Source: an optimization exercise on an open RTL-to-GDS flow (aim: small area). Production flows keep margins and buffers that such runs may drop.
The RTL was checked by simulation tests, not by an equivalence proof against the original design.
No driver is modelled on the clock port, so clock power and skew are understated where the tree is cut down; a real chip needs a root buffer or a tree.
Power is estimated from default activity; no workload was simulated.

Design top, start of the top module:
module top (
    input  logic clock,
    input  logic reset,
    input  logic mode_buttonBTNC,
    input  logic add_buttonBTNR,
    input  logic sub_buttonBTNL,
    output logic [7:0] AN,
    output logic [7:0] DIGIT
);
For scale: roughly 320 cells after synthesis, ~21 I/O pins.
==> module dspl_drv_8dig, before the edit <==
module dspl_drv_8dig (
    input  wire clock,
    input  wire reset,
    input  wire [1:0] mode,        
    input  wire blink,
    input  wire [3:0] U_seconds, U_minutes, U_hours,
    input  wire [2:0] D_seconds, D_minutes,
    input  wire [1:0] D_hours,
    output wire [7:0] an,
    output reg  [7:0] dec_ddp
);
    reg [6:0] q;
    wire ck_rise = (q == 7'b0001100);
    always @(posedge clock or posedge reset) begin
        if (reset) q <= 7'b0001110;
        else       q <= {q[5:0], (q[6] ^ q[0]) | ck_rise};
    end
    reg [2:0] dig_selection;
    reg en;
    reg [3:0] selected_dig;
    reg [3:0] val;
    reg lit;
    always @(*) begin
        case (dig_selection)
            3'd0: begin val = U_seconds;          lit = blink | (mode != 2'd3); end
            3'd1: begin val = {1'b0, D_seconds};  lit = blink | (mode != 2'd3); end
            3'd3: begin val = U_minutes;          lit = blink | (mode != 2'd2); end
            3'd4: begin val = {1'b0, D_minutes};  lit = blink | (mode != 2'd2); end
            3'd6: begin val = U_hours;            lit = blink | (mode != 2'd1); end
            3'd7: begin val = {2'b00, D_hours};   lit = blink | (mode != 2'd1); end
            3'd2: begin val = U_minutes;          lit = 1'b0; end
            default: begin val = {1'b0, D_minutes}; lit = 1'b0; end
        endcase
    end
    always @(posedge clock or posedge reset) begin
        if (reset) begin
            dig_selection <= 3'd0;
            en <= 1'b0;
        end else if (ck_rise) begin
            dig_selection <= dig_selection + 3'd1;
            en <= lit;
        end
    end
    always @(posedge clock) begin
        if (ck_rise) selected_dig <= val;
    end
    genvar i;
    generate
        for (i = 0; i < 8; i = i + 1) begin : g_an
            if (i == 2 || i == 5) begin : g_dark
                assign an[i] = 1'b1;
            end else begin : g_lit
                assign an[i] = ~(en && dig_selection == ((i + 1) % 8));
            end
        end
    endgenerate
    localparam [15:0] SEG1 = 16'b1000000010000011;
    localparam [15:0] SEG2 = 16'b1000100010001110;
    localparam [15:0] SEG3 = 16'b1011101010111010;
    localparam [15:0] SEG4 = 16'b1000000010010010;
    localparam [15:0] SEG5 = 16'b0000010000000100;
    localparam [15:0] SEG6 = 16'b0110000001100000;
    localparam [15:0] SEG7 = 16'b0000000000010010;
    always @(*) begin
        dec_ddp[1] = SEG1[selected_dig];
        dec_ddp[2] = SEG2[selected_dig];
        dec_ddp[3] = SEG3[selected_dig];
        dec_ddp[4] = SEG4[selected_dig];
        dec_ddp[5] = SEG5[selected_dig];
        dec_ddp[6] = SEG6[selected_dig];
        dec_ddp[7] = SEG7[selected_dig];
        dec_ddp[0] = 1'b1;
    end
endmodule
Settings: LEC_CHECK=0, CAP_MARGIN=20, CORE_MARGIN=2, CORE_UTILIZATION=40, SLEW_MARGIN=20; clock period 10.0 ns.
standard.sh (not shown) runs the stock make flow with config.mk's settings and CLKGATE_MAP_FILE= SYNTH_SCRIPT=/design/flow/synth_recipe.tcl, a recipe that flattens the netlist after the stock synthesis.
==> flow/flow/run.sh <==
#!/bin/bash
# Own layout flow: the standard synthesis, then the combinational logic
# between the registers is re-mapped by ABC with an area-oriented script
# (registers, their names and cell types are kept as instances), then the standard flow's
# standard layout from that netlist, with the port buffers made of buf_1
# and a one-level clock tree of 4 buffers (flow/manual_cts.tcl).
set -euo pipefail
W=$PWD
LIB=$FLOW_HOME/platforms/$FLOW_PLATFORM/lib/sky130_fd_sc_hd__tt_025C_1v80.lib
R=$W/orfs/results/$FLOW_PLATFORM/top/base

# 1. standard synthesis
bash standard.sh synth > $W/synth.log 2>&1

# 2. re-map the combinational logic
mkdir -p $W/reopt
cd $W/reopt
cp $R/1_2_yosys.v std_1_2_yosys.v
cp $R/1_2_yosys.v in.v
python3 $W/flow/mkcells.py $LIB cells.v
DONTUSE=$(grep -oE 'cell *\("?sky130_fd_sc_hd__(lpflow|probe|clk|dly)[a-z0-9_]*' $LIB | sed -E 's/.*\("?//' | sed 's/^/-dont_use /' | tr '\n' ' ')
sed -e "s#@TOP@#$FLOW_TOP#" -e "s#@LIB@#$LIB#g" -e "s#@ABC@#$W/flow/reopt.abc#" -e "s#@DONTUSE@#$DONTUSE#" $W/flow/reopt.ys.in > reopt.ys
yosys -q -l $W/reopt.log reopt.ys > /dev/null 2>&1
cp out.v $R/1_2_yosys.v
touch $R/1_2_yosys.v
cd $W

# 3. standard layout from the re-mapped netlist
export BUFFER_PORTS_ARGS="-buffer_cell sky130_fd_sc_hd__buf_1"
# clock tree: the clock port drives 4 clkbuf_8, each driving the clock pins
# of one group of nearby registers (flow/manual_cts.tcl, run before ORFS CTS)
export PRE_CTS_TCL=$W/flow/manual_cts.tcl
export MANUAL_CTS_GROUPS=4
export MANUAL_CTS_BUF=sky130_fd_sc_hd__clkbuf_8
bash standard.sh finish > $W/layout.log 2>&1
Other scripts of this flow, unchanged in this note and not shown: flow/flow/manual_cts.tcl, flow/flow/mkcells.py, flow/flow/reopt.abc, flow/flow/reopt.ys.in
==> next run, changes <==
--- a/flow/design.v
+++ b/flow/design.v
@@ -197,12 +197,11 @@
             3'd1: begin val = {1'b0, D_seconds};  lit = blink | (mode != 2'd3); end
             3'd3: begin val = U_minutes;          lit = blink | (mode != 2'd2); end
             3'd4: begin val = {1'b0, D_minutes};  lit = blink | (mode != 2'd2); end
             3'd6: begin val = U_hours;            lit = blink | (mode != 2'd1); end
             3'd7: begin val = {2'b00, D_hours};   lit = blink | (mode != 2'd1); end
-            3'd2: begin val = U_minutes;          lit = 1'b0; end
-            default: begin val = {1'b0, D_minutes}; lit = 1'b0; end
+            default: begin val = U_seconds;       lit = 1'b0; end
         endcase
     end
     always @(posedge clock or posedge reset) begin
         if (reset) begin
             dig_selection <= 3'd0;
@@ -216,15 +215,11 @@
         if (ck_rise) selected_dig <= val;
     end
     genvar i;
     generate
         for (i = 0; i < 8; i = i + 1) begin : g_an
-            if (i == 2 || i == 5) begin : g_dark
-                assign an[i] = 1'b1;
-            end else begin : g_lit
-                assign an[i] = ~(en && dig_selection == ((i + 1) % 8));
-            end
+            assign an[i] = ~(en && dig_selection == ((i + 1) % 8));
         end
     endgenerate
     localparam [15:0] SEG1 = 16'b1000000010000011;
     localparam [15:0] SEG2 = 16'b1000100010001110;
     localparam [15:0] SEG3 = 16'b1011101010111010;
Area after synthesis grows by 1.5%.
Setup slack improves by 1.0 ns.
Global-route usage grows by 0.50 points.
Combinational power grows by 20%.
Cell count grows by 3.7%.
Cell area grows by 1.9%.
Fmax grows by 26%.
Power grows by 0.60%.
Die area grows by 1.5%.
Routed wire length grows by 3.6%.
Flip-flop and latch count stays the same.
In every run of this note, the design's own scripts or RTL, not TritonCTS, make the clock network.

[port drivers added, routing unchanged]
No port has a modelled driver above. Below, the same layouts with a new extraction and two added sets of constraints.
Step 1 assumes that a clkbuf_16 drives the clock port and a buf_2 every other input.
Step 2, shift: input delay + t, output delay - t, t = (earliest + latest rising clock arrival at the registers) / 2. This alone moves slack from input paths to output paths.
Slacks: no drivers / after step 1 / after step 2; pairs: no drivers / after step 1.
run | shift t [ns] | slack for setup (ns) | hold slack, ns | slew at the worst register clock pin (ns)
the first run | 0.220 | 5.064 / 5.108 / 4.889 | 0.359 / 0.359 / 0.359 | 0.10 / 0.10
the second run | 0.216 | 6.098 / 6.138 / 5.921 | 0.361 / 0.361 / 0.361 | 0.10 / 0.10
After both steps every run listed still meets setup and hold. For the second run, which loses most, drivers alone change the setup slack by +0.040 ns; drivers and shift together by -0.177 ns.
